This is an optimization exercise on Yosys and OpenROAD, whose aim is small area, not a production implementation. RTL that was checked went through simulation tests only; none was proved equivalent to the original. Only the layout flow was run in runs 2 and 3; the RTL was not checked for function there.

==> design/flow/design.v <==
`timescale 1ns / 1ps
module calculator_hex(
    input clk,
    input rst,
    input button,
    input [7:0]num1,
    input [7:0]num2,
    input [2:0]func,
    output [31:0]cal_result
    );
    reg flag;           
    reg button_pos;     
    reg [31:0] R;       
    reg p;              
    reg q;              
    reg [27:0] T;       
    always @(posedge clk or posedge rst) begin
        if (rst)
            flag <= 1'b0;
        else if (button)
            flag <= 1'b1;
    end
    always @(posedge clk or posedge rst) begin
        if (rst)
            button_pos <= 1'b0;
        else
            button_pos <= button;
    end
    always @(posedge clk or posedge rst) begin
        if (rst)
            p <= 1'b1;
        else
            p <= ~p;
    end
    always @(negedge clk or posedge rst) begin
        if (rst)
            q <= 1'b0;
        else
            q <= p;
    end
    wire h2 = ~(p ^ q);                      
    wire take = button & ~button_pos & ~rst;
    wire f_add = (func == 3'd0);
    wire f_sub = (func == 3'd1);
    wire f_mul = (func == 3'd2);
    wire f_div = (func == 3'd3);
    wire f_mod = (func == 3'd4);
    wire f_sq  = (func == 3'd5);
    wire [31:0] A = {R[31:8], R[7:0] | (num1 & {8{~flag}})};
    wire [7:0]  B = num2;
    wire divp  = take & (f_div | f_mod);
    wire sqsel = f_sq & flag;
    wire sqdbl = ~take & ~h2;                     
    wire sq1   = take & sqsel & ~h2;              
    wire sq0   = take & sqsel & h2;               
    wire mulp  = take & (f_mul | (f_sq & ~flag));  
    wire addp  = take & (f_add | f_sub) & h2;
    wire subp  = f_sub;
    wire [7:0] M = f_mul ? B : A[7:0];
    wire [15:0] D = h2 ? A[15:0] : A[31:16];      
    wire [7:0]  W3 = {A[18:16], 1'b0, A[15:12]};
    wire [15:0] W2 = {A[22:12], 1'b0, A[11:8]};
    wire [23:0] W1 = {A[26:8], 1'b0, A[7:4]};
    wire [31:0] W0 = {A[30:4], 1'b0, A[3:0]};
    reg [31:0] X;
    always @(*) begin
        if (divp)
            X = {4{~B}};
        else if (sqdbl)
            X = {8'd0, W2, W3};
        else if (sq1)
            X = {4'd0, W1, 4'd0};
        else if (sq0)
            X = W0;
        else
            X = A;
    end
    reg [3:0] n;
    always @(*) begin
        if (divp)
            n = 4'b1111;
        else if (sqdbl)
            n = A[11:8];
        else if (sq1)
            n = A[7:4];
        else if (sq0)
            n = A[3:0];
        else if (mulp)
            n = h2 ? M[3:0] : M[7:4];
        else if (addp)
            n = 4'd1;
        else
            n = 4'd0;
    end
    wire [3:0] n3 = sqdbl ? A[15:12] : n;
    wire [3:0] nn  = {n[0], n[1], n[2], n[3]};
    wire [3:0] nn3 = {n3[0], n3[1], n3[2], n3[3]};
    wire selT1 = take & h2 & (f_mul | f_sq | f_div | f_mod);
    reg [31:0] ADm;
    reg [3:0]  cin;
    reg [3:1]  inj;
    always @(*) begin
        ADm = 32'd0;
        cin = 4'd0;
        inj = 3'd0;
        if (selT1)
            ADm[28:1] = T;
        if (sq1)
            ADm[24:9] = T[23:8];
        if (divp) begin
            cin = 4'b1111;
            inj = {D[12], D[13], D[14]};
        end
        if (addp) begin
            ADm[28:0] = {{24{subp}}, B[7:3] ^ {5{subp}}};
            cin = {B[0], B[1], B[2], 1'b0} ^ {4{subp}} & 4'b1110;
            inj = {subp, 2'b00};
        end
    end
    wire [15:0] Drev;
    genvar k, i, s;
    generate
        for (i = 0; i < 16; i = i + 1) begin : drv
            assign Drev[i] = D[15 - i];
        end
    endgenerate
    wire [15:0] qb;
    wire [31:0] mac;
    wire [7:0]  rem;
    generate
        for (k = 0; k < 4; k = k + 1) begin : mrow
            for (s = 0; s < 4; s = s + 1) begin : seg
                wire [7:0] in;          
                wire       x8;          
                wire [7:0] sum;
                wire [7:0] o;
                wire [8:0] c;
                wire [7:0] pp = X[8*s+7:8*s] & {8{(s == 0) ? nn3[k] : nn[k]}};
                if (k == 0) begin : r0
                    if (s == 0) begin : s0
                        assign in = {ADm[7:1], divp ? Drev[0] : ADm[0]};
                        assign x8 = ADm[8];
                    end else begin : sn
                        wire [7:0] sq;   
                        if (s == 1) begin : q1
                            assign sq = sqdbl ? {mrow[3].seg[0].o[2:0], 5'd0} : 8'd0;
                        end else if (s == 2) begin : q2
                            assign sq = sqdbl ? {3'd0, mrow[3].seg[0].o[7:3]} : 8'd0;
                        end else begin : q3
                            assign sq = 8'd0;
                        end
                        assign in = divp ? {mrow[3].seg[s-1].o[6:0], Drev[4*s]}
                                         : (ADm[8*s+7:8*s] | sq);
                        assign x8 = mrow[3].seg[s-1].o[7];
                    end
                end else begin : rk
                    if (s == 0) begin : s0
                        assign in = {mrow[k-1].seg[0].o[6:0], inj[k]};
                    end else if (s == 1) begin : s1
                        assign in = {mrow[k-1].seg[1].o[6:0],
                                     divp ? Drev[4*s+k] : (mrow[k-1].seg[0].o[7] & ~sqdbl)};
                    end else begin : sn
                        assign in = {mrow[k-1].seg[s].o[6:0],
                                     divp ? Drev[4*s+k] : mrow[k-1].seg[s-1].o[7]};
                    end
                    assign x8 = mrow[k-1].seg[s].o[7];
                end
                if (s == 0) begin : c0
                    assign c[0] = cin[k];
                end else if (s == 1) begin : c1
                    assign c[0] = (mrow[k].seg[0].c[8] & ~sqdbl) | divp;
                end else begin : cn
                    assign c[0] = mrow[k].seg[s-1].c[8] | divp;
                end
                for (i = 0; i < 8; i = i + 1) begin : fab
                    assign sum[i] = in[i] ^ pp[i] ^ c[i];
                    assign c[i+1] = (in[i] & pp[i]) | (in[i] & c[i]) | (pp[i] & c[i]);
                end
                wire qq = x8 | c[8];
                assign qb[15 - (4*s + k)] = qq;
                wire keep = divp & ~qq;
                assign o = keep ? in : sum;
            end
        end
    endgenerate
    assign mac = {mrow[3].seg[3].o, mrow[3].seg[2].o, mrow[3].seg[1].o, mrow[3].seg[0].o};
    assign rem = mrow[3].seg[3].o;
    always @(negedge clk or posedge rst) begin
        if (rst)
            T <= 28'd0;
        else
            T <= divp ? {4'd0, qb, rem} : mac[27:0];
    end
    reg [31:0] Y;
    always @(*) begin
        case (func)
            3'd3:       Y = {T[23:8], qb};
            3'd4:       Y = {24'd0, rem};
            3'd6, 3'd7: Y = R;
            default:    Y = mac;
        endcase
    end
    wire [31:0] N = take ? Y : R;
    assign cal_result = N;
    always @(posedge clk or posedge rst) begin
        if (rst)
            R <= 32'd0;
        else
            R <= N;
    end
endmodule
==> design/flow/flow/run.sh <==
#!/bin/bash
# Own layout flow: the standard synthesis, then the combinational logic
# re-mapped for area with ABC (registers untouched; several random seeds run
# in parallel and the smallest netlist kept), then the standard layout,
# with the port buffers made of the smallest buffer cell and a clock tree
# without dummy loads.
set -euo pipefail
export BUFFER_PORTS_ARGS="-buffer_cell sky130_fd_sc_hd__buf_1"
export CTS_ARGS="-sink_clustering_enable -repair_clock_nets -sink_clustering_size 10 -buf_list {sky130_fd_sc_hd__clkbuf_4 sky130_fd_sc_hd__clkbuf_8} -dont_use_dummy_load"
RES=orfs/results/sky130hd/calculator_hex/base
SEEDS="0 1 2 3 4 5 6 7"
bash standard.sh synth > standard_synth.log 2>&1
cp $RES/1_2_yosys.v standard_synth_netlist.v
python3 flow/genmodels.py $RES $SEEDS > genmodels.log 2>&1
for s in $SEEDS; do
    yosys -s resyn_$s.ys > resyn_$s.log 2>&1 &
done
wait
python3 flow/pick.py $SEEDS > pick.log 2>&1
cp resyn_$(cat best_seed.txt).v $RES/1_2_yosys.v
bash standard.sh > standard.log 2>&1
==> design/flow/flow/area.abc <==
strash
&get -n
&deepsyn -T 60 -S SEED
&put
dch -f
amap
topo
dnsize
==> design/flow/flow/genmodels.py <==
# Writes comb_models.v (the platform's combinational cells as Verilog, so that
# Yosys can flatten them into logic) and resyn_<seed>.ys, one re-mapping
# script per ABC random seed.  Usage: genmodels.py RESULTS_DIR SEED...
import os, re, sys
flow_home = os.environ['FLOW_HOME']
lib = flow_home + '/platforms/sky130hd/lib/sky130_fd_sc_hd__tt_025C_1v80.lib'
cfg = open(flow_home + '/platforms/sky130hd/config.mk').read()
m = re.search(r'export DONT_USE_CELLS \+= \\\n((?:.*\\\n)*.*\n)', cfg)
dont_use = re.findall(r'sky130_fd_sc_hd__\w+', m.group(1))
txt = open(lib).read()
cells = re.split(r'\n\s*cell\s*\(', txt)[1:]
out = []
def conv(f):
    f = f.replace('!', '~').replace('+', '|').replace('*', '&')
    f = re.sub(r'([\w\)])\s+([\w~\(])', r'\1 & \2', f)
    return f
for c in cells:
    name = re.match(r'"?([\w]+)"?', c).group(1)
    if re.search(r'\b(ff|latch|statetable)\s*\(', c):
        continue
    pins = re.findall(r'pin\s*\(\s*"?(\w+)"?\s*\)\s*\{(.*?)\n\s{8}\}', c, re.S)
    ins = []; outs = []
    ok = True
    for p, body in pins:
        d = re.search(r'direction\s*:\s*"?(\w+)"?', body)
        if not d:
            continue
        if d.group(1) == 'input':
            ins.append(p)
        elif d.group(1) == 'output':
            f = re.search(r'function\s*:\s*"([^"]*)"', body)
            if not f:
                ok = False
                break
            outs.append((p, f.group(1)))
        else:
            ok = False
    if not ok or not outs:
        continue
    s = 'module %s(%s);\n' % (name, ', '.join(ins + [o for o, _ in outs]))
    for i in ins:
        s += '  input %s;\n' % i
    for o, f in outs:
        s += '  output %s;\n  assign %s = %s;\n' % (o, o, conv(f))
    s += 'endmodule\n'
    out.append(s)
open('comb_models.v', 'w').write('\n'.join(out))
res = sys.argv[1]
du = ' '.join('-dont_use ' + d for d in dont_use)
abc = open('flow/area.abc').read()
for seed in sys.argv[2:]:
    open(f'area_{seed}.abc', 'w').write(abc.replace('SEED', seed))
    open(f'resyn_{seed}.ys', 'w').write(f'''read_verilog comb_models.v
read_liberty -lib -ignore_redef {lib}
read_verilog {res}/1_2_yosys.v
hierarchy -check -top calculator_hex
flatten
opt -purge
techmap
opt -purge
abc -liberty {lib} -script area_{seed}.abc {du}
read_liberty -lib -overwrite {lib}
hierarchy -check -top calculator_hex
opt_clean -purge
splitnets
opt_clean -purge
hilomap -singleton -hicell sky130_fd_sc_hd__conb_1 HI -locell sky130_fd_sc_hd__conb_1 LO
opt_clean -purge
tee -o resyn_{seed}_stat.log stat -liberty {lib}
check -assert -mapped
write_verilog -noattr -nohex -nodec resyn_{seed}.v
''')
print(len(out), 'cell models,', len(dont_use), 'dont_use cells')
==> design/flow/flow/pick.py <==
# Picks the smallest of the re-mapped netlists. Usage: pick.py SEED...
import re, sys
best = None
for seed in sys.argv[1:]:
    try:
        a = float(re.search(r'Chip area for module .*: ([\d.]+)', open(f'resyn_{seed}_stat.log').read()).group(1))
    except Exception as e:
        print(seed, 'failed', e)
        continue
    print(seed, a)
    if best is None or a < best[1]:
        best = (seed, a)
print('best', best[0], best[1])
open('best_seed.txt', 'w').write(best[0] + '\n')
==> design/flow/standard.sh <==
#!/bin/bash
# synth_recipe.tcl (not shown) runs the flow's synth.tcl, then flattens the netlist and writes it again
# the make line also repeats each setting of config.mk as NAME=value (left out here)
make -C /OpenROAD-flow-scripts/flow DESIGN_CONFIG=/design/flow/config.mk WORK_HOME=/design/flow/orfs CLKGATE_MAP_FILE= SYNTH_SCRIPT=/design/flow/synth_recipe.tcl "${@:-finish}"
==> design/flow/config.mk <==
export PLATFORM = sky130hd
export DESIGN_NAME = calculator_hex
export DESIGN_NICKNAME = calculator_hex
export VERILOG_FILES = /design/flow/design.v
export SDC_FILE = /design/flow/constraint.sdc
export NUM_CORES = 8
export LEC_CHECK = 0
export CAP_MARGIN = 20
export CORE_MARGIN = 2
export CORE_UTILIZATION = 40
export GPL_TIMING_DRIVEN = 0
export SLEW_MARGIN = 20
==> design/flow/constraint.sdc <==
create_clock -name core_clock -period 350.0 [get_ports {clk}]
set_input_delay 70.0000 -clock core_clock [delete_from_list [all_inputs] [get_ports {clk}]]
set_output_delay 70.0000 -clock core_clock [all_outputs]
set_load 0.01 [all_outputs]
==> metrics.yaml, run 1 <==
detailed_routing:
  wl_per_cell_um: 21.8
  ant_nets: 0
  vias: 11100
  drt_iter0_markers: 1467
  totalWireLength_um: 38000
  drc: 0
  avgViaCountPerCell: 6.33
  dr.pass1.iters: 9
yosys:
  syn_area_um2: 8320
  synth_nets: 1432
  syn_area_per_cell_um2: 5.90
  synthCells: 1410
  yosysWarnings: 1
layout:
  multi_input_area_um2: 6360
  stdcell_area_um2: 9120
  nets: 1501
  n_fill_cell: 2235
  seqCellArea_um2: 1600
  layout-drive-gt1-share: 0.0176
  diodes: 0
  syn2layout_area_growth_pct: 9.62
critical_path:
  setup.worst_path.end: "T[3]$_DFF_NP0_"
  critPathMaxStageDelay_ps: 1050
  r2r_end: "T[3]$_DFF_NP0_"
  r2r_start: "button_pos$_DFF_PP0_"
  arrival_ps: 139090
  cp_max_fo: 37
  startpoint_type: "input pin"
  slowest_stage: "o21ai_0"
  crit_path_start: "func[1]"
  reg2reg_slack_ps: 105820
  cpMostUsedCell: "o21ai_0"
  required_ps: 175150
  path_class: "in2reg"
  rr_worst_depth: 331
  endpoint_kind: "flip-flop"
sta:
  maxSlewHeadroom: 0.158
  setup_ws_ps: 36060
  rsz0062_at_grt: "false"
  setup_viol: 0
  finalHoldViolCount: 0
  tns_ps: 0
  slew_viol_final: 0
  tightest_slew_ps: 1250
  skew_ps: 45.0
placement:
  place.gp.congestion: 1.05
  port_buffers: 53
  post_dp_cell_area_um2: 8980
  dp_slack_ps: 38070
  dp.final_hpwl_um: 29800
global_route:
  grt_pass1_wl_um: 57400
  grt_antenna_before_repair: 0
  grt_util_met1: 0.460
  grt-busiest-layer: "met2"
  overflow: 0
  grt_max_degree: 65
  use_met3: 0.0745
  grt_pass1_vias: 9900
  use_met2: 0.522
  grt_usage: 0.342
floorplan:
  core.rowCount: 52
  core_area_um2: 20300
  die-area_um2: 22000
  die_h_um: 148
  die_w_um: 148
  ios: 54
  start_util: 0.410
cts:
  clkTransAtPathRegs_ps: 80
  cts_max_path_buffers: 2
  insertion_delay_ps: 380
  cts_resized: 0
  ctsHoldBuffers: 0
  htree_levels: 3
  cts_root_buf: "clkbuf_8"
  cts_sinks: 64
  cts_tree: "built"
  postCtsSetupBuffers: 0
  numCtsBuffers: 9
run:
  drv_cap: 0
status:
  outcome: "finished clean"
worst_hold_path:
  hp-class: "reg2reg"
## routing by layer
metal | wire length (um) | part of all wire
met1 | 15700 | 0.41
met5 | 0 | 0
met3 | 4240 | 0.11
met2 | 16000 | 0.42
met4 | 2080 | 0.055
## layout make-up
| class | count | share of cell area |
|---|---|---|
| clock buffers | 9 | 0.0136 |
| inverters | 110 | 0.0460 |
| multi-input cells | 1236 | 0.697 |
| flip-flops and latches | 64 | 0.176 |
| well taps | 270 | 0.0370 |
| repair buffers | 58 | 0.0303 |
## worst min path at each step
stage,startpoint,end,slack [ps],cells past startpoint
2_1_floorplan,p$_DFF_PP1_,p$_DFF_PP1_,430,1
3_3_place_gp,p$_DFF_PP1_,p$_DFF_PP1_,440,1
3_5_place_dp,p$_DFF_PP1_,p$_DFF_PP1_,460,1
4_1_cts,p$_DFF_PP1_,p$_DFF_PP1_,480,1
5_1_grt,p$_DFF_PP1_,p$_DFF_PP1_,510,1
6_report,p$_DFF_PP1_,p$_DFF_PP1_,480,1
## layout by cell type, fill, tap and decap left out, types with 10 or more instances in the layout
master and n:
nand2_1 163, a211oi_1 19, a21oi_1 158, or2_0 32, a22oi_1 13, dfrtp_1 34, nor2b_1 26, buf_1 53
o221ai_1 27, o21ai_0 182, a221oi_1 22, a222oi_1 10, o211ai_1 12, nor3_1 35, dfrtn_1 29, o21a_1 23
o22ai_1 56, clkinv_1 108, nor2_1 354, a31oi_1 12
## stage by stage
stage,std cells,hold slack (ps),utilization
final,1747,479,0.449
after global routing,1747,513,0.449
after CTS,1745,483,0.448
after detailed placement,1736,460,0.442
after global placement,1733,440,0.436
after floorplan,1410,429,-
## registers in the layout, summed over array words and instances (netlist names)
register,flops
p,1
T,28
button_pos,1
flag,1
R,32
q,1
## critical path: cells and delay by family
kind	cells	cell delay, ps
buffers and inverters	27	6770
AOI/OAI and AO/OA	155	36930
and+or+nand+nor	148	25210
==> inputs of run 2 (changes only) <==
--- a/design/flow/design.v
+++ b/design/flow/design.v
@@ -40,21 +40,22 @@
     end
     wire h2 = ~(p ^ q);                      
     wire take = button & ~button_pos & ~rst;
-    wire f_add = (func == 3'd0);
-    wire f_sub = (func == 3'd1);
-    wire f_mul = (func == 3'd2);
-    wire f_div = (func == 3'd3);
-    wire f_mod = (func == 3'd4);
-    wire f_sq  = (func == 3'd5);
+    wire f_as  = ~func[2] & ~func[1];             
+    wire f_sub = func[0];                         
+    wire f_mul = ~func[2] & func[1] & ~func[0];   
+    wire f_div = ~func[2] & func[1] & func[0];    
+    wire f_mod = func[2] & ~func[0];              
+    wire f_sq  = func[2] & func[0];               
+    wire f_nop = func[2] & func[1];               
     wire [31:0] A = {R[31:8], R[7:0] | (num1 & {8{~flag}})};
     wire [7:0]  B = num2;
     wire divp  = take & (f_div | f_mod);
     wire sqsel = f_sq & flag;
-    wire sqdbl = ~take & ~h2;                     
+    wire sqdbl = ~take;                           
     wire sq1   = take & sqsel & ~h2;              
     wire sq0   = take & sqsel & h2;               
     wire mulp  = take & (f_mul | (f_sq & ~flag));  
-    wire addp  = take & (f_add | f_sub) & h2;
+    wire addp  = take & f_as;                     
     wire subp  = f_sub;
     wire [7:0] M = f_mul ? B : A[7:0];
     wire [15:0] D = h2 ? A[15:0] : A[31:16];      
@@ -193,14 +194,14 @@
     end
     reg [31:0] Y;
     always @(*) begin
-        case (func)
-            3'd3:       Y = {T[23:8], qb};
-            3'd4:       Y = {24'd0, rem};
-            3'd6, 3'd7: Y = R;
-            default:    Y = mac;
-        endcase
-    end
-    wire [31:0] N = take ? Y : R;
+        if (f_div)
+            Y = {T[23:8], qb};
+        else if (f_mod)
+            Y = {24'd0, rem};
+        else
+            Y = mac;
+    end
+    wire [31:0] N = (take & ~f_nop) ? Y : R;
     assign cal_result = N;
     always @(posedge clk or posedge rst) begin
         if (rst)
==> run 2 against run 1 <==
  * Clock skew is 7.6 ps lower
  * Wire length is 5.3% higher
  * Via count is 1.5% higher
  * Clock-buffer cell count stayed put
  * Largest cell class unchanged
  * Register-to-register slack better by 6300 ps
  * Non-clock buffer count is 2 higher
  * Global-route usage is 1.9 points higher
  * Sequential cell count stayed put
==> metrics.yaml, run 2 <==
critical_path:
  crit_buf_inv: 22  # -19%
  rr_worst_depth: 323  # -2.4%
  r2r_start: "button_pos$_DFF_PP0_"
  r2r_end: "T[0]$_DFF_NP0_"
  reg2reg_slack_ps: 112100  # +6280 ps
  critPathMaxStageDelay_ps: 810  # -240 ps
  slowest_stage: "o21ai_1"
  cp_max_fo: 65  # +76%
  path_class: "in2reg"
  arrival_ps: 133040  # -6050 ps
  crit_family: "compound AO/OA/AOI/OAI gates"
  endpoint_kind: "flip-flop"
  required_ps: 175160  # about the same
  startpoint_type: "input pin"
  cpMostUsedCell: "nor2_1"
layout:
  n_fill_cell: 2280  # +2.0%
  reg.largest.list: "R x32, T x28"
  final_common_cell: "nor2_1"
  final_cell_mix: "382 x nor2_1, 199 x o21ai_0, 155 x nand2_1"
  syn2layout_area_growth_pct: 10.2
  largest_register_ffs: 32  # unchanged
  nets: 1519  # +1.2%
  seqCellArea_um2: 1600  # unchanged
  layout-drive-gt1-share: 0.0234  # +0.00581
  final_cells: 1766  # +1.1%
  stdcell_area_um2: 9170  # +0.49%
  multi_input_area_um2: 6380  # +0.35%
  regMostFlops: "R"
floorplan:
  ios: 54  # unchanged
  die_w_um: 148  # about the same
  core_area_um2: 20300  # unchanged
  die-area_um2: 22000  # about the same
  die_h_um: 148  # about the same
  core.rowCount: 52  # unchanged
  start_util: 0.410  # about the same
cts:
  numCtsBuffers: 9  # unchanged
  insertion_delay_ps: 380  # about the same
  postCtsSetupBuffers: 0  # unchanged
  htree_levels: 3  # unchanged
  cts_resized: 0  # unchanged
  cts_root_buf: "clkbuf_8"
  ctsHoldBuffers: 0  # unchanged
  clkTransAtPathRegs_ps: 60  # -20 ps
  cts_sinks: 64  # unchanged
  cts_max_path_buffers: 2  # unchanged
  cts_tree: "built"
global_route:
  grt_pass1_wl_um: 59900  # +4.3%
  grt_max_degree: 66  # +1.5%
  grt_pass1_vias: 9981  # +0.82%
  grt_usage: 0.361  # +0.0194
  grt_antenna_before_repair: 1  # +1
  overflow: 0  # unchanged
placement:
  post_dp_cell_area_um2: 9020  # +0.50%
  dp.final_hpwl_um: 31800  # +6.7%
  place.gp.congestion: 1.06  # +0.99%
  post-place-cells: 1756  # +1.2%
  port_buffers: 53  # unchanged
sta:
  tightest_slew_ps: 1250  # -9.81 ps
  maxSlewHeadroom: 0.170  # +0.0116
  rsz0062_at_grt: "false"
  finalHoldViolCount: 0  # unchanged
  skew_ps: 37.4  # -7.64 ps
  tns_ps: 0  # unchanged
  slew_viol_final: 0  # unchanged
  setup_viol: 0  # unchanged
detailed_routing:
  dr.pass1.iters: 8  # -1
  drc: 0  # unchanged
  wl_per_cell_um: 22.7  # +4.1%
  ant_nets: 0  # unchanged
  drt_iter0_markers: 1397  # -4.8%
  totalWireLength_um: 40000  # +5.3%
  avgViaCountPerCell: 6.36  # +0.41%
  vias: 11200  # +1.5%
status:
  outcome: "finished clean"
yosys:
  synthCells: 1426  # +1.1%
  yosysWarnings: 1  # unchanged
  syn_area_um2: 8320  # about the same
  syn_area_per_cell_um2: 5.83  # -1.1%
  synth_nets: 1448  # +1.1%
worst_hold_path:
  hold_depth: 1  # unchanged
  hp-class: "reg2reg"
  min_to: "p$_DFF_PP1_"
  hold_start: "p$_DFF_PP1_"
run:
  drv_cap: 0  # unchanged
## run 2: final cells by class
cell class	instances	area share
antenna	1	0.000273
tap	270	0.0369
sequential	64	0.175
inverter	112	0.0465
timing repair buffer	60	0.0315
multi-input combinational	1250	0.696
clock buffer	9	0.0135
## run 2: worst max-delay path by stage
stage          start             end  cells after the start
6_report         rst  T[0]$_DFF_NP0_                    326
3_5_place_dp     rst  T[0]$_DFF_NP0_                    326
2_1_floorplan    rst  T[0]$_DFF_NP0_                    318
5_1_grt          rst  T[4]$_DFF_NP0_                    327
3_3_place_gp     rst  T[0]$_DFF_NP0_                    319
4_1_cts          rst  T[0]$_DFF_NP0_                    326
## run 2: routing by layer
layer / part of all wire / vias up / global-route usage
li1: - / 5348 / -
met1: 0.41 / 5100 / 0.477
met2: 0.43 / 634 / 0.553
met3: 0.10 / 146 / 0.0840
met4: 0.061 / 0 / 0.182
met5: 0 / - / 0
## run 2: metrics by stage
stage / utilization / setup WS [ps] / hold slack (ps)
after floorplan: - / 53840 / 429
after global placement: 0.436 / 34650 / 439
after detailed placement: 0.444 / 43670 / 456
after CTS: 0.451 / 43740 / 474
after global routing: 0.451 / 34540 / 507
final: 0.452 / 42120 / 469
==> inputs of run 3 (changes only) <==
--- a/design/flow/design.v
+++ b/design/flow/design.v
@@ -186,11 +186,8 @@
     endgenerate
     assign mac = {mrow[3].seg[3].o, mrow[3].seg[2].o, mrow[3].seg[1].o, mrow[3].seg[0].o};
     assign rem = mrow[3].seg[3].o;
-    always @(negedge clk or posedge rst) begin
-        if (rst)
-            T <= 28'd0;
-        else
-            T <= divp ? {4'd0, qb, rem} : mac[27:0];
+    always @(negedge clk) begin
+        T <= divp ? {4'd0, qb, rem} : mac[27:0];
     end
     reg [31:0] Y;
     always @(*) begin
==> run 3 against run 2 <==
  * Register-to-register slack gained 3100 ps
  * Non-clock buffer count grew 3
  * Wire length shrank 1.3%
  * Synthesized area shrank 1.4%
  * Clock-buffer cell count is the same
  * Global-route usage shrank 0.29 points
  * Highest routed layer is now met5
==> metrics.yaml, run 3 <==
yosys:
  synthCells: 1429  # +0.21%
  synth_nets: 1451  # +0.21%
  yosysWarnings: 1  # unchanged
  syn_area_um2: 8200  # -1.4%
  syn_area_per_cell_um2: 5.74  # -1.6%
sta:
  tns_ps: 0  # unchanged
  rsz0062_at_grt: "false"
  slew_viol_final: 0  # unchanged
  finalHoldViolCount: 0  # unchanged
  skew_ps: 65.4  # +28.0 ps
  tightest_slew_ps: 1160  # -81.0 ps
  maxSlewHeadroom: 0.221  # +0.0511
  setup_viol: 0  # unchanged
global_route:
  grt_pass1_vias: 9834  # -1.5%
  overflow: 0  # unchanged
  grt_pass1_wl_um: 59000  # -1.6%
  grt_usage: 0.359  # -0.00287
  grt_max_degree: 47  # -29%
  grt_antenna_before_repair: 1  # unchanged
layout:
  final_cell_mix: "385 x nor2_1, 217 x o21ai_0, 178 x nand2_1"
  diodes: 0  # -1
  multi_input_area_um2: 6430  # +0.80%
  seqCellArea_um2: 1460  # -8.7%
  n_fill_cell: 2245  # -1.5%
  reg.largest.list: "R x32, T x28"
  layout-drive-gt1-share: 0.0249  # +0.00146
  regMostFlops: "R"
  largest_register_ffs: 32  # unchanged
  syn2layout_area_growth_pct: 11.9
  final_common_cell: "nor2_1"
  nets: 1552  # +2.2%
worst_hold_path:
  hp-class: "reg2reg"
cts:
  ctsHoldBuffers: 0  # unchanged
  cts_tree: "built"
  cts_sinks: 64  # unchanged
  insertion_delay_ps: 420  # +40 ps
  cts_max_path_buffers: 2  # unchanged
  clkTransAtPathRegs_ps: 70  # about the same
  htree_levels: 3  # unchanged
  postCtsSetupBuffers: 0  # unchanged
  cts_root_buf: "clkbuf_8"
  cts_resized: 0  # unchanged
  numCtsBuffers: 9  # unchanged
critical_path:
  arrival_ps: 129900  # -3140 ps
  critPathMaxStageDelay_ps: 1150  # +340 ps
  slowest_stage: "clkinv_1"
  endpoint_kind: "flip-flop"
  required_ps: 175240  # +80 ps
  path_class: "in2reg"
  cpMostUsedCell: "nor2_1"
  cp_max_fo: 46  # -29%
  startpoint_type: "input pin"
  reg2reg_slack_ps: 115210  # +3110 ps
detailed_routing:
  drc: 0  # unchanged
  wl_per_cell_um: 22.0  # -3.1%
  met2_length_um: 16500  # -3.3%
  drt_iter0_markers: 1419  # +1.6%
  ant_nets: 0  # unchanged
  met3_length_um: 4290  # +2.4%
  wl_met1_um: 16700  # +2.5%
  vias: 11300  # +0.45%
  totalWireLength_um: 39500  # -1.3%
  dr.pass1.iters: 8  # unchanged
  avgViaCountPerCell: 6.27  # -1.3%
  top_layer: "met5"
floorplan:
  core_area_um2: 20200  # -0.64%
  die_w_um: 147  # -0.69%
  die-area_um2: 21700  # -1.4%
  die_h_um: 147  # -0.69%
  start_util: 0.407  # -0.00319
  core.rowCount: 52  # unchanged
  ios: 54  # unchanged
status:
  outcome: "finished clean"
placement:
  port_buffers: 53  # unchanged
  dp.final_hpwl_um: 31600  # -0.68%
  place.gp.congestion: 1.03  # -3.1%
run:
  drv_cap: 0  # unchanged
## run 3: cell types whose count changed in the layout (fill, tap and decap cells not counted), moves of 9 or more
cell	change
dfrtn_1	-28
nor3b_1	+9
a211oi_1	-14
nand2_1	+23
a221oi_1	+12
o21a_1	+15
clkinv_1	+18
dfxtp_1	+28
a31oi_1	-11
o21ai_0	+18
a21oi_1	-30
a22oi_1	+9
## run 3: final timing paths
path	cells after the start	to	startpoint
hold reg to reg	1	p$_DFF_PP1_	p$_DFF_PP1_
hold / removal	1	p$_DFF_PP1_	p$_DFF_PP1_
min in group asynchronous	2	R[1]$_DFF_PP0_	rst
max in group asynchronous	2	q$_DFF_NP0_	rst
setup / recovery	307	T[5]$_DFF_N_	rst
setup reg to reg	303	T[5]$_DFF_N_	button_pos$_DFF_PP0_
## run 3: per-layer routing
layer  vias up  global-route usage
li1       5383                   -
met1      5102               0.493
met2       675               0.543
met3       117              0.0708
met4         2               0.161
met5         -                   0
## run 3: final cells by class
| cell class | count | share of cell area |
|---|---|---|
| Clock buffer | 9 | 0.0135 |
| Clock inverter | 28 | 0.0115 |
| Inverter | 102 | 0.0420 |
| Multi-Input combinational cell | 1262 | 0.701 |
| Sequential cell | 64 | 0.159 |
| Tap cell | 270 | 0.0368 |
| Timing Repair Buffer | 63 | 0.0356 |
## run 3: metrics by stage
stage | utilization | setup WS, ps | cell area (um^2) | hold WS (ps) | cells
6_report | 0.455 | 45340 | 9180 | 477 | 1798
5_1_grt | 0.455 | 38980 | 9180 | 503 | 1798
4_1_cts | 0.454 | 46560 | 9170 | 484 | 1798
3_5_place_dp | 0.443 | 46350 | 8940 | 467 | 1762
3_3_place_gp | 0.433 | 40090 | 8740 | 439 | 1752
2_1_floorplan | - | 58760 | 8200 | 429 | 1429
## run 3: critical path: cells and delay by family
kind,cells,cell delay (ps)
AO/OA/AOI/OAI,136,27770
buffers and inverters,18,5280
AND/OR/NAND/NOR,153,26690
==> inputs of run 4 (changes only) <==
--- a/design/flow/design.v
+++ b/design/flow/design.v
@@ -28,7 +28,7 @@
     end
     always @(posedge clk or posedge rst) begin
         if (rst)
-            p <= 1'b1;
+            p <= 1'b0;
         else
             p <= ~p;
     end
@@ -36,9 +36,9 @@
         if (rst)
             q <= 1'b0;
         else
-            q <= p;
-    end
-    wire h2 = ~(p ^ q);                      
+            q <= ~p;
+    end
+    wire h2 = p ^ q;                      
     wire take = button & ~button_pos & ~rst;
     wire f_as  = ~func[2] & ~func[1];             
     wire f_sub = func[0];                         
@@ -50,14 +50,13 @@
     wire [31:0] A = {R[31:8], R[7:0] | (num1 & {8{~flag}})};
     wire [7:0]  B = num2;
     wire divp  = take & (f_div | f_mod);
-    wire sqsel = f_sq & flag;
+    wire sqsel = f_sq;
     wire sqdbl = ~take;                           
     wire sq1   = take & sqsel & ~h2;              
     wire sq0   = take & sqsel & h2;               
-    wire mulp  = take & (f_mul | (f_sq & ~flag));  
+    wire mulp  = take & f_mul;                    
     wire addp  = take & f_as;                     
     wire subp  = f_sub;
-    wire [7:0] M = f_mul ? B : A[7:0];
     wire [15:0] D = h2 ? A[15:0] : A[31:16];      
     wire [7:0]  W3 = {A[18:16], 1'b0, A[15:12]};
     wire [15:0] W2 = {A[22:12], 1'b0, A[11:8]};
@@ -87,7 +86,7 @@
         else if (sq0)
             n = A[3:0];
         else if (mulp)
-            n = h2 ? M[3:0] : M[7:4];
+            n = h2 ? B[3:0] : B[7:4];
         else if (addp)
             n = 4'd1;
         else
@@ -106,7 +105,7 @@
         inj = 3'd0;
         if (selT1)
             ADm[28:1] = T;
-        if (sq1)
+        if (sq1 & flag)      
             ADm[24:9] = T[23:8];
         if (divp) begin
             cin = 4'b1111;
@@ -186,8 +185,11 @@
     endgenerate
     assign mac = {mrow[3].seg[3].o, mrow[3].seg[2].o, mrow[3].seg[1].o, mrow[3].seg[0].o};
     assign rem = mrow[3].seg[3].o;
-    always @(negedge clk) begin
-        T <= divp ? {4'd0, qb, rem} : mac[27:0];
+    always @(negedge clk or posedge rst) begin
+        if (rst)
+            T <= 28'd0;
+        else
+            T <= divp ? {4'd0, qb, rem} : mac[27:0];
     end
     reg [31:0] Y;
     always @(*) begin
==> run 4 against run 3 <==
  * Sequential share of layout area up 1.5 points
  * Clock-buffer cell count stayed put
  * Global-route usage fell by 0.53 points
  * Synthesized cell count decreased by 2.9%
  * Core utilization is 0.15 points lower
  * Still clean on timing, DRC and antenna
  * Worst setup slack got worse by 3200 ps
  * Worst hold slack better by 7.9 ps
  * Wire length down 1.4%
  * Clock skew shrank 24 ps
==> metrics.yaml, run 4 <==
status:
  outcome: "finished clean"
detailed_routing:
  drc: 0  # unchanged
  dr.pass1.iters: 8  # unchanged
  vias: 10900  # -3.1%
  drt_iter0_markers: 1332  # -6.1%
  avgViaCountPerCell: 6.30  # +0.38%
  wl_per_cell_um: 22.4  # +2.2%
  ant_nets: 0  # unchanged
  totalWireLength_um: 38900  # -1.4%
layout:
  nets: 1489  # -4.1%
  reg.largest.list: "R x32, T x28"
  stdcell_area_um2: 9180  # about the same
  diodes: 0  # unchanged
  syn2layout_area_growth_pct: 11.5
  fin_util: 0.453  # -0.00152
  largest_register_ffs: 32  # unchanged
  regMostFlops: "R"
  final_common_cell: "nor2_1"
  final_cell_mix: "344 x nor2_1, 189 x o21ai_0, 171 x nand2_1"
  layout-drive-gt1-share: 0.0259  # +0.00107
sta:
  tns_ps: 0  # unchanged
  finalHoldViolCount: 0  # unchanged
  rsz0062_at_grt: "false"
  hold-worst-slack_ps: 485  # +7.94 ps
  maxSlewHeadroom: 0.152  # -0.0692
  skew_ps: 41.3  # -24.1 ps
  slew_viol_final: 0  # unchanged
  setup_ws_ps: 42180  # -3160 ps
  tightest_slew_ps: 1260  # +94.8 ps
  setup_viol: 0  # unchanged
cts:
  ctsHoldBuffers: 0  # unchanged
  cts_resized: 0  # unchanged
  insertion_delay_ps: 390  # -30 ps
  postCtsSetupBuffers: 0  # unchanged
  cts_tree: "built"
  cts_max_path_buffers: 2  # unchanged
  cts_root_buf: "clkbuf_8"
  cts_sinks: 64  # unchanged
  clkTransAtPathRegs_ps: 60  # about the same
  numCtsBuffers: 9  # unchanged
  htree_levels: 3  # unchanged
placement:
  dp.final_hpwl_um: 31000  # -2.1%
  port_buffers: 53  # unchanged
  post_dp_cell_area_um2: 9040  # +1.1%
  dp_slack_ps: 43920  # -2430 ps
  place.gp.congestion: 1.03  # -0.26%
worst_hold_path:
  hp-class: "reg2reg"
  hold_depth: 1  # unchanged
  min_to: "p$_DFF_PP0_"
  hold_start: "p$_DFF_PP0_"
critical_path:
  startpoint_type: "input pin"
  r2r_end: "T[0]$_DFF_NP0_"
  reg2reg_slack_ps: 112170  # -3040 ps
  cpMostUsedCell: "nor2_1"
  rr_worst_depth: 329  # +8.6%
  arrival_ps: 132990  # +3090 ps
  endpoint_kind: "flip-flop"
  required_ps: 175170  # -70 ps
  critPathMaxStageDelay_ps: 840  # -310 ps
  path_class: "in2reg"
  r2r_start: "button_pos$_DFF_PP0_"
  cp_max_fo: 65  # +41%
  slowest_stage: "clkinv_1"
floorplan:
  die_h_um: 147  # +0.16%
  start_util: 0.407  # about the same
  core_area_um2: 20200  # +0.32%
  die_w_um: 147  # +0.16%
  ios: 54  # unchanged
  die-area_um2: 21700  # +0.31%
  core.rowCount: 52  # unchanged
yosys:
  synth_nets: 1410  # -2.8%
  yosysWarnings: 1  # unchanged
  syn_area_per_cell_um2: 5.93  # +3.3%
  syn_area_um2: 8230  # +0.32%
  synthCells: 1388  # -2.9%
global_route:
  grt_antenna_before_repair: 0  # -1
  grt_usage: 0.353  # -0.00529
  grt_max_degree: 66  # +40%
  grt_pass1_wl_um: 58200  # -1.2%
  grt_pass1_vias: 9612  # -2.3%
  overflow: 0  # unchanged
run:
  drv_cap: 0  # unchanged
run 4: final cells by class:
cell class / count / area, um^2
multi-input combinational: 1225 / 6320
timing repair buffer: 68 / 413
fill: 2214 / 11100
tap: 270 / 338
clock buffer: 9 / 124
sequential: 64 / 1600
inverter: 99 / 378
run 4: critical path, delay by kind of cell:
kind                   cells  cell delay (ps)
buffers and inverters     19             5370
and+or+nand+nor          163            24960
AOI/OAI and AO/OA        150            32450
run 4: layer usage:
layer | global-route usage | vias up | routed length, um
met2 | 0.550 | 593 | 17000
met5 | 0 | - | 0
li1 | - | 5206 | -
met3 | 0.0614 | 115 | 4130
met1 | 0.488 | 5011 | 16300
met4 | 0.141 | 0 | 1570
run 4: worst max path at each step:
stage | from | to | slack, ps | depth (start not counted)
after floorplan | rst | T[0]$_DFF_NP0_ | 54510 | 330
after global placement | rst | T[0]$_DFF_NP0_ | 35430 | 326
after detailed placement | rst | T[0]$_DFF_NP0_ | 43920 | 332
after CTS | rst | T[0]$_DFF_NP0_ | 43790 | 332
after global routing | rst | T[0]$_DFF_NP0_ | 35080 | 334
final | rst | T[0]$_DFF_NP0_ | 42180 | 332
run 4: per-stage QoR:
step                      instances
after CTS                      1733
final                          1735
after floorplan                1388
after global placement         1711
after global routing           1735
after detailed placement       1724
==> inputs of run 5 (changes only) <==
--- a/design/flow/design.v
+++ b/design/flow/design.v
@@ -113,8 +113,8 @@
         end
         if (addp) begin
             ADm[28:0] = {{24{subp}}, B[7:3] ^ {5{subp}}};
-            cin = {B[0], B[1], B[2], 1'b0} ^ {4{subp}} & 4'b1110;
-            inj = {subp, 2'b00};
+            cin = {subp, 3'b000};
+            inj = {B[0], B[1], B[2]} ^ {3{subp}};
         end
     end
     wire [15:0] Drev;
@@ -135,7 +135,8 @@
                 wire [7:0] sum;
                 wire [7:0] o;
                 wire [8:0] c;
-                wire [7:0] pp = X[8*s+7:8*s] & {8{(s == 0) ? nn3[k] : nn[k]}};
+                wire       dig = (s == 0) ? nn3[k] : nn[k];
+                wire [7:0] pp = X[8*s+7:8*s];
                 if (k == 0) begin : r0
                     if (s == 0) begin : s0
                         assign in = {ADm[7:1], divp ? Drev[0] : ADm[0]};
@@ -178,7 +179,7 @@
                 end
                 wire qq = x8 | c[8];
                 assign qb[15 - (4*s + k)] = qq;
-                wire keep = divp & ~qq;
+                wire keep = divp ? ~qq : ~dig;
                 assign o = keep ? in : sum;
             end
         end
==> run 5 against run 4 <==
  * Sequential share of layout area up 0.52 points
  * Clock skew decreased by 2.9 ps
  * Die area is 2.5% lower
  * Still clean
  * Critical path type unchanged
  * Largest cell class unchanged
  * Clock-buffer cell count did not move
==> metrics.yaml, run 5 <==
status:
  outcome: "finished clean"
global_route:
  overflow: 0  # unchanged
  grt_pass1_vias: 9102  # -5.3%
  grt_max_degree: 66  # unchanged
  grt_usage: 0.350  # -0.00338
  grt_antenna_before_repair: 1  # +1
  grt_pass1_wl_um: 56200  # -3.5%
sta:
  tightest_slew_ps: 1160  # -97.2 ps
  finalHoldViolCount: 0  # unchanged
  tns_ps: 0  # unchanged
  slew_viol_final: 0  # unchanged
  setup_viol: 0  # unchanged
  rsz0062_at_grt: "false"
  skew_ps: 38.4  # -2.86 ps
  maxSlewHeadroom: 0.224  # +0.0718
yosys:
  syn_area_per_cell_um2: 5.92  # -0.12%
  synth_nets: 1376  # -2.4%
  synthCells: 1354  # -2.4%
  syn_area_um2: 8020  # -2.6%
  yosysWarnings: 1  # unchanged
placement:
  place.gp.congestion: 1.08  # +5.7%
  dp.final_hpwl_um: 30600  # -1.2%
  post_dp_cell_area_um2: 8740  # -3.3%
  port_buffers: 53  # unchanged
detailed_routing:
  avgViaCountPerCell: 6.31  # +0.26%
  wl_per_cell_um: 22.7  # +1.1%
  ant_nets: 0  # unchanged
  drt_iter0_markers: 1289  # -3.2%
  dr.pass1.iters: 5  # -3
  totalWireLength_um: 38500  # -1.1%
  drc: 0  # unchanged
  vias: 10700  # -1.9%
cts:
  cts_resized: 0  # unchanged
  htree_levels: 3  # unchanged
  postCtsSetupBuffers: 0  # unchanged
  clkTransAtPathRegs_ps: 60  # about the same
  cts_max_path_buffers: 2  # unchanged
  ctsHoldBuffers: 0  # unchanged
  numCtsBuffers: 9  # unchanged
  cts_sinks: 64  # unchanged
  cts_root_buf: "clkbuf_8"
  cts_tree: "built"
  insertion_delay_ps: 370  # -20 ps
layout:
  stdcell_area_um2: 8910  # -2.9%
  reg.largest.list: "R x32, T x28"
  multi_input_area_um2: 6030  # -4.6%
  final_cell_mix: "312 x nor2_1, 185 x nand2_1, 182 x o21ai_0"
  nets: 1456  # -2.2%
  n_fill_cell: 2142  # -3.3%
  largest_register_ffs: 32  # unchanged
  seqCellArea_um2: 1600  # unchanged
  regMostFlops: "R"
  final_common_cell: "nor2_1"
  syn2layout_area_growth_pct: 11.1
  diodes: 0  # unchanged
  layout-drive-gt1-share: 0.0286  # +0.00269
critical_path:
  cpMostUsedCell: "nor2_1"
  slowest_stage: "a211oi_1"
  path_class: "in2reg"
  critPathMaxStageDelay_ps: 870  # +30 ps
  required_ps: 175090  # -80 ps
  cp_max_fo: 65  # unchanged
  startpoint_type: "input pin"
  arrival_ps: 141530  # +8540 ps
  endpoint_kind: "flip-flop"
run:
  drv_cap: 0  # unchanged
floorplan:
  ios: 54  # unchanged
  start_util: 0.409  # +0.00258
  die_h_um: 146  # -1.3%
  die_w_um: 146  # -1.3%
  die-area_um2: 21200  # -2.5%
  core.rowCount: 51  # -1.9%
  core_area_um2: 19600  # -3.2%
worst_hold_path:
  hp-class: "reg2reg"
## run 5: through the flow
| stage | utilization | instances | hold WS [ps] | worst slack (ps) |
|---|---|---|---|---|
| after floorplan | - | 1354 | 441 | 49740 |
| after global routing | 0.455 | 1697 | 514 | 26730 |
| final | 0.455 | 1697 | 484 | 33560 |
| after global placement | 0.436 | 1672 | 459 | 25490 |
| after CTS | 0.452 | 1692 | 491 | 34470 |
| after detailed placement | 0.446 | 1683 | 478 | 34680 |
## run 5: area by class of cell
| class | count | area share |
|---|---|---|
| flip-flops and latches | 64 | 0.180 |
| well taps | 265 | 0.0372 |
| inverters | 123 | 0.0525 |
| repair buffers | 69 | 0.0397 |
| clock buffers | 9 | 0.0139 |
| multi-input cells | 1167 | 0.677 |
## run 5: worst paths after layout
| check | slack, ps | start | end | cells past startpoint |
|---|---|---|---|---|
| worst max-delay path | 33560 | rst | T[2]$_DFF_NP0_ | 326 |
| worst min-delay path | 480 | p$_DFF_PP0_ | p$_DFF_PP0_ | 1 |
| worst max register to register | 103800 | button_pos$_DFF_PP0_ | T[2]$_DFF_NP0_ | 323 |
| worst min register to register | 480 | p$_DFF_PP0_ | p$_DFF_PP0_ | 1 |
| max in group asynchronous | 104900 | rst | T[17]$_DFF_NP0_ | 2 |
| min in group asynchronous | 69710 | rst | R[0]$_DFF_PP0_ | 2 |
## run 5: routing by layer
metal  vias up  part of all wire  global-route usage
met5         -                 0                   0
met4         0             0.053               0.159
met1      4874              0.43               0.490
met2       606              0.40               0.503
li1       5113                 -                   -
met3       121              0.11              0.0906
## run 5: worst max-delay path, delay by kind of cell
| kind | cells | cell delay (ps) |
|---|---|---|
| AO/OA/AOI/OAI | 144 | 40710 |
| buffers and inverters | 22 | 5110 |
| AND/OR/NAND/NOR | 160 | 25410 |
==> inputs of run 6 (changes only) <==
==> design/flow/flow/run.sh (replaced) <==
#!/bin/bash
# Own layout flow: the standard synthesis, then the combinational logic
# re-mapped for area with ABC (registers untouched; several random seeds, with
# the adder cells flattened or kept, run in parallel and the smallest netlist
# kept), then the standard layout,
# with the port buffers made of the smallest buffer cell and a clock tree
# without dummy loads.
set -euo pipefail
export BUFFER_PORTS_ARGS="-buffer_cell sky130_fd_sc_hd__buf_1"
export CTS_ARGS="-sink_clustering_enable -repair_clock_nets -sink_clustering_size 10 -buf_list {sky130_fd_sc_hd__clkbuf_4 sky130_fd_sc_hd__clkbuf_8} -dont_use_dummy_load"
RES=orfs/results/sky130hd/calculator_hex/base
SEEDS="f0 f1 f2 f3 k0 k1 k2 k3"
bash standard.sh synth > standard_synth.log 2>&1
cp $RES/1_2_yosys.v standard_synth_netlist.v
python3 flow/genmodels.py $RES $SEEDS > genmodels.log 2>&1
for s in $SEEDS; do
    yosys -s resyn_$s.ys > resyn_$s.log 2>&1 &
done
wait
python3 flow/pick.py $SEEDS > pick.log 2>&1
cp resyn_$(cat best_seed.txt).v $RES/1_2_yosys.v
bash standard.sh > standard.log 2>&1
--- a/design/flow/flow/genmodels.py
+++ b/design/flow/flow/genmodels.py
@@ -1,6 +1,9 @@
 # Writes comb_models.v (the platform's combinational cells as Verilog, so that
-# Yosys can flatten them into logic) and resyn_<seed>.ys, one re-mapping
-# script per ABC random seed.  Usage: genmodels.py RESULTS_DIR SEED...
+# Yosys can flatten them into logic), comb_models_keepfa.v (the same without
+# the full and half adders, which then stay as they are) and resyn_<run>.ys,
+# one re-mapping script per run.  A run is f<seed> (flatten everything) or
+# k<seed> (keep the adder cells), seed being ABC's random seed.
+# Usage: genmodels.py RESULTS_DIR RUN...
 import os, re, sys
 flow_home = os.environ['FLOW_HOME']
 lib = flow_home + '/platforms/sky130hd/lib/sky130_fd_sc_hd__tt_025C_1v80.lib'
@@ -45,12 +48,16 @@
     s += 'endmodule\n'
     out.append(s)
 open('comb_models.v', 'w').write('\n'.join(out))
+open('comb_models_keepfa.v', 'w').write('\n'.join(
+    m for m in out if not re.match(r'module sky130_fd_sc_hd__(fa|ha)_\d', m)))
 res = sys.argv[1]
 du = ' '.join('-dont_use ' + d for d in dont_use)
 abc = open('flow/area.abc').read()
-for seed in sys.argv[2:]:
-    open(f'area_{seed}.abc', 'w').write(abc.replace('SEED', seed))
-    open(f'resyn_{seed}.ys', 'w').write(f'''read_verilog comb_models.v
+for run in sys.argv[2:]:
+    seed = run[1:]
+    models = 'comb_models_keepfa.v' if run[0] == 'k' else 'comb_models.v'
+    open(f'area_{run}.abc', 'w').write(abc.replace('SEED', seed))
+    open(f'resyn_{run}.ys', 'w').write(f'''read_verilog {models}
 read_liberty -lib -ignore_redef {lib}
 read_verilog {res}/1_2_yosys.v
 hierarchy -check -top calculator_hex
@@ -58,7 +65,7 @@
 opt -purge
 techmap
 opt -purge
-abc -liberty {lib} -script area_{seed}.abc {du}
+abc -liberty {lib} -script area_{run}.abc {du}
 read_liberty -lib -overwrite {lib}
 hierarchy -check -top calculator_hex
 opt_clean -purge
@@ -66,8 +73,8 @@
 opt_clean -purge
 hilomap -singleton -hicell sky130_fd_sc_hd__conb_1 HI -locell sky130_fd_sc_hd__conb_1 LO
 opt_clean -purge
-tee -o resyn_{seed}_stat.log stat -liberty {lib}
+tee -o resyn_{run}_stat.log stat -liberty {lib}
 check -assert -mapped
-write_verilog -noattr -nohex -nodec resyn_{seed}.v
+write_verilog -noattr -nohex -nodec resyn_{run}.v
 ''')
 print(len(out), 'cell models,', len(dont_use), 'dont_use cells')
==> run 6 against run 5 <==
  * Global-route usage is 2.3 points lower
  * Sequential cell count stayed put
  * Via count is 27% lower
  * Core utilization is 0.58 points lower
  * First-iteration DRC count is 24% lower
  * Synthesized area is 2.7% lower
  * Synthesized cell count is 36% lower
  * Design area is 2.9% lower
  * Clock-buffer cell count stayed put
  * Final cell count is 29% lower
  * Critical path type unchanged
  * Largest cell class unchanged
  * Highest routed layer unchanged
==> metrics.yaml, run 6 <==
cts:
  postCtsSetupBuffers: 0  # unchanged
  cts_root_buf: "clkbuf_8"
  clkTransAtPathRegs_ps: 60  # about the same
  cts_resized: 0  # unchanged
  insertion_delay_ps: 380  # about the same
  cts_sinks: 64  # unchanged
  numCtsBuffers: 9  # unchanged
  cts_tree: "built"
  ctsHoldBuffers: 0  # unchanged
  cts_max_path_buffers: 2  # unchanged
  htree_levels: 3  # unchanged
sta:
  tightest_slew_ps: 1150  # -7.02 ps
  slew_viol_final: 0  # unchanged
  finalHoldViolCount: 0  # unchanged
  setup_viol: 0  # unchanged
  setup_ws_ps: 31890  # -1670 ps
  skew_ps: 42.1  # +3.70 ps
  maxSlewHeadroom: 0.227  # +0.00371
  rsz0062_at_grt: "false"
  tns_ps: 0  # unchanged
detailed_routing:
  wl_per_cell_um: 26.9  # +18%
  drt_iter0_markers: 984  # -24%
  avgViaCountPerCell: 6.48  # +2.6%
  dr.pass1.iters: 8  # +3
  drc: 0  # unchanged
  ant_nets: 0  # unchanged
  vias: 7824  # -27%
  totalWireLength_um: 32400  # -16%
placement:
  port_buffers: 53  # unchanged
  dp.final_hpwl_um: 26200  # -14%
  dp_slack_ps: 31690  # -2990 ps
  place.gp.congestion: 1.02  # -5.6%
layout:
  largest_register_ffs: 32  # unchanged
  regMostFlops: "R"
  reg.largest.list: "R x32, T x28"
  n_fill_cell: 1971  # -8.0%
  final_cell_mix: "133 x clkinv_1, 125 x fa_1, 104 x nor2_1"
  seqCellArea_um2: 1600  # unchanged
  final_common_cell: "clkinv_1"
  layout-drive-gt1-share: 0.0351  # +0.00644
  syn2layout_area_growth_pct: 11.0
  multi_input_area_um2: 5760  # -4.6%
  nets: 1091  # -25%
global_route:
  grt_antenna_before_repair: 2  # +1
  overflow: 0  # unchanged
  grt_usage: 0.327  # -0.0228
  grt_pass1_wl_um: 49100  # -13%
  grt_pass1_vias: 7654  # -16%
  grt_max_degree: 66  # unchanged
critical_path:
  arrival_ps: 143210  # +1680 ps
  startpoint_type: "input pin"
  endpoint_kind: "flip-flop"
  cpMostUsedCell: "fa_1"
  path_class: "in2reg"
  required_ps: 175100  # about the same
  critPathMaxStageDelay_ps: 900  # +30 ps
  slowest_stage: "o21ai_0"
  cp_max_fo: 65  # unchanged
floorplan:
  start_util: 0.405  # -0.00452
  core_area_um2: 19300  # -1.6%
  core.rowCount: 51  # unchanged
  die-area_um2: 20600  # -2.6%
  ios: 54  # unchanged
  die_w_um: 144  # -1.3%
  die_h_um: 144  # -1.3%
run:
  drv_cap: 0  # unchanged
yosys:
  synthCells: 871  # -36%
  yosysWarnings: 1  # unchanged
  synth_nets: 1019  # -26%
  syn_area_um2: 7800  # -2.7%
  syn_area_per_cell_um2: 8.95  # +51%
worst_hold_path:
  hp-class: "reg2reg"
status:
  outcome: "finished clean"
[run 6: cell count changes in the layout (fill, tap and decap cells not counted), moves of 13 or more]
| cell | change |
|---|---|
| nor2_1 | -208 |
| o21ai_0 | -128 |
| nand2_1 | -127 |
| fa_1 | +125 |
| a21oi_1 | -82 |
| a211oi_1 | -72 |
| o22ai_1 | +40 |
| nor3_1 | -39 |
| o22a_1 | +21 |
| a31oi_1 | -18 |
| a22o_1 | +14 |
| nor2b_1 | -13 |
[run 6: layout make-up]
class,instances,share of cell area
antenna,2,0.000578
clock buffer,9,0.0143
inverter,135,0.0593
multi-input combinational,672,0.665
sequential,64,0.185
tap,265,0.0383
timing repair buffer,61,0.0373
[run 6: per-layer routing]
layer / vias to the layer above / wire [um] / global-route usage
met2: 492 / 14300 / 0.488
li1: 3329 / - / -
met1: 3883 / 13000 / 0.452
met5: - / 0 / 0
met3: 120 / 3400 / 0.0706
met4: 0 / 1790 / 0.158
[run 6: final timing paths]
kind / end / slack, ps / start / depth (start not counted)
worst min-delay path: p$_DFF_PP0_ / 470 / p$_DFF_PP0_ / 1
worst min register to register: p$_DFF_PP0_ / 470 / p$_DFF_PP0_ / 1
max in group asynchronous: T[16]$_DFF_NP0_ / 104910 / rst / 2
min in group asynchronous: p$_DFF_PP0_ / 69700 / rst / 2
worst max-delay path: T[0]$_DFF_NP0_ / 31890 / rst / 221
worst max register to register: T[0]$_DFF_NP0_ / 102110 / button_pos$_DFF_PP0_ / 218
[run 6: critical path, delay by kind of cell]
kind | cells | cell delay, ps
buffers and inverters | 45 | 8470
adders and majority gates | 109 | 41670
and+or+nand+nor | 29 | 8260
AOI/OAI and AO/OA | 38 | 14700
[run 6: metrics by stage]
stage	util	hold WS (ps)	cells	area, um^2
CTS	0.448	478	1206	8640
floorplan	-	441	871	7800
global placement	0.432	451	1189	8330
global route	0.449	526	1206	8650
detailed placement	0.442	462	1197	8510
finish	0.449	471	1208	8650
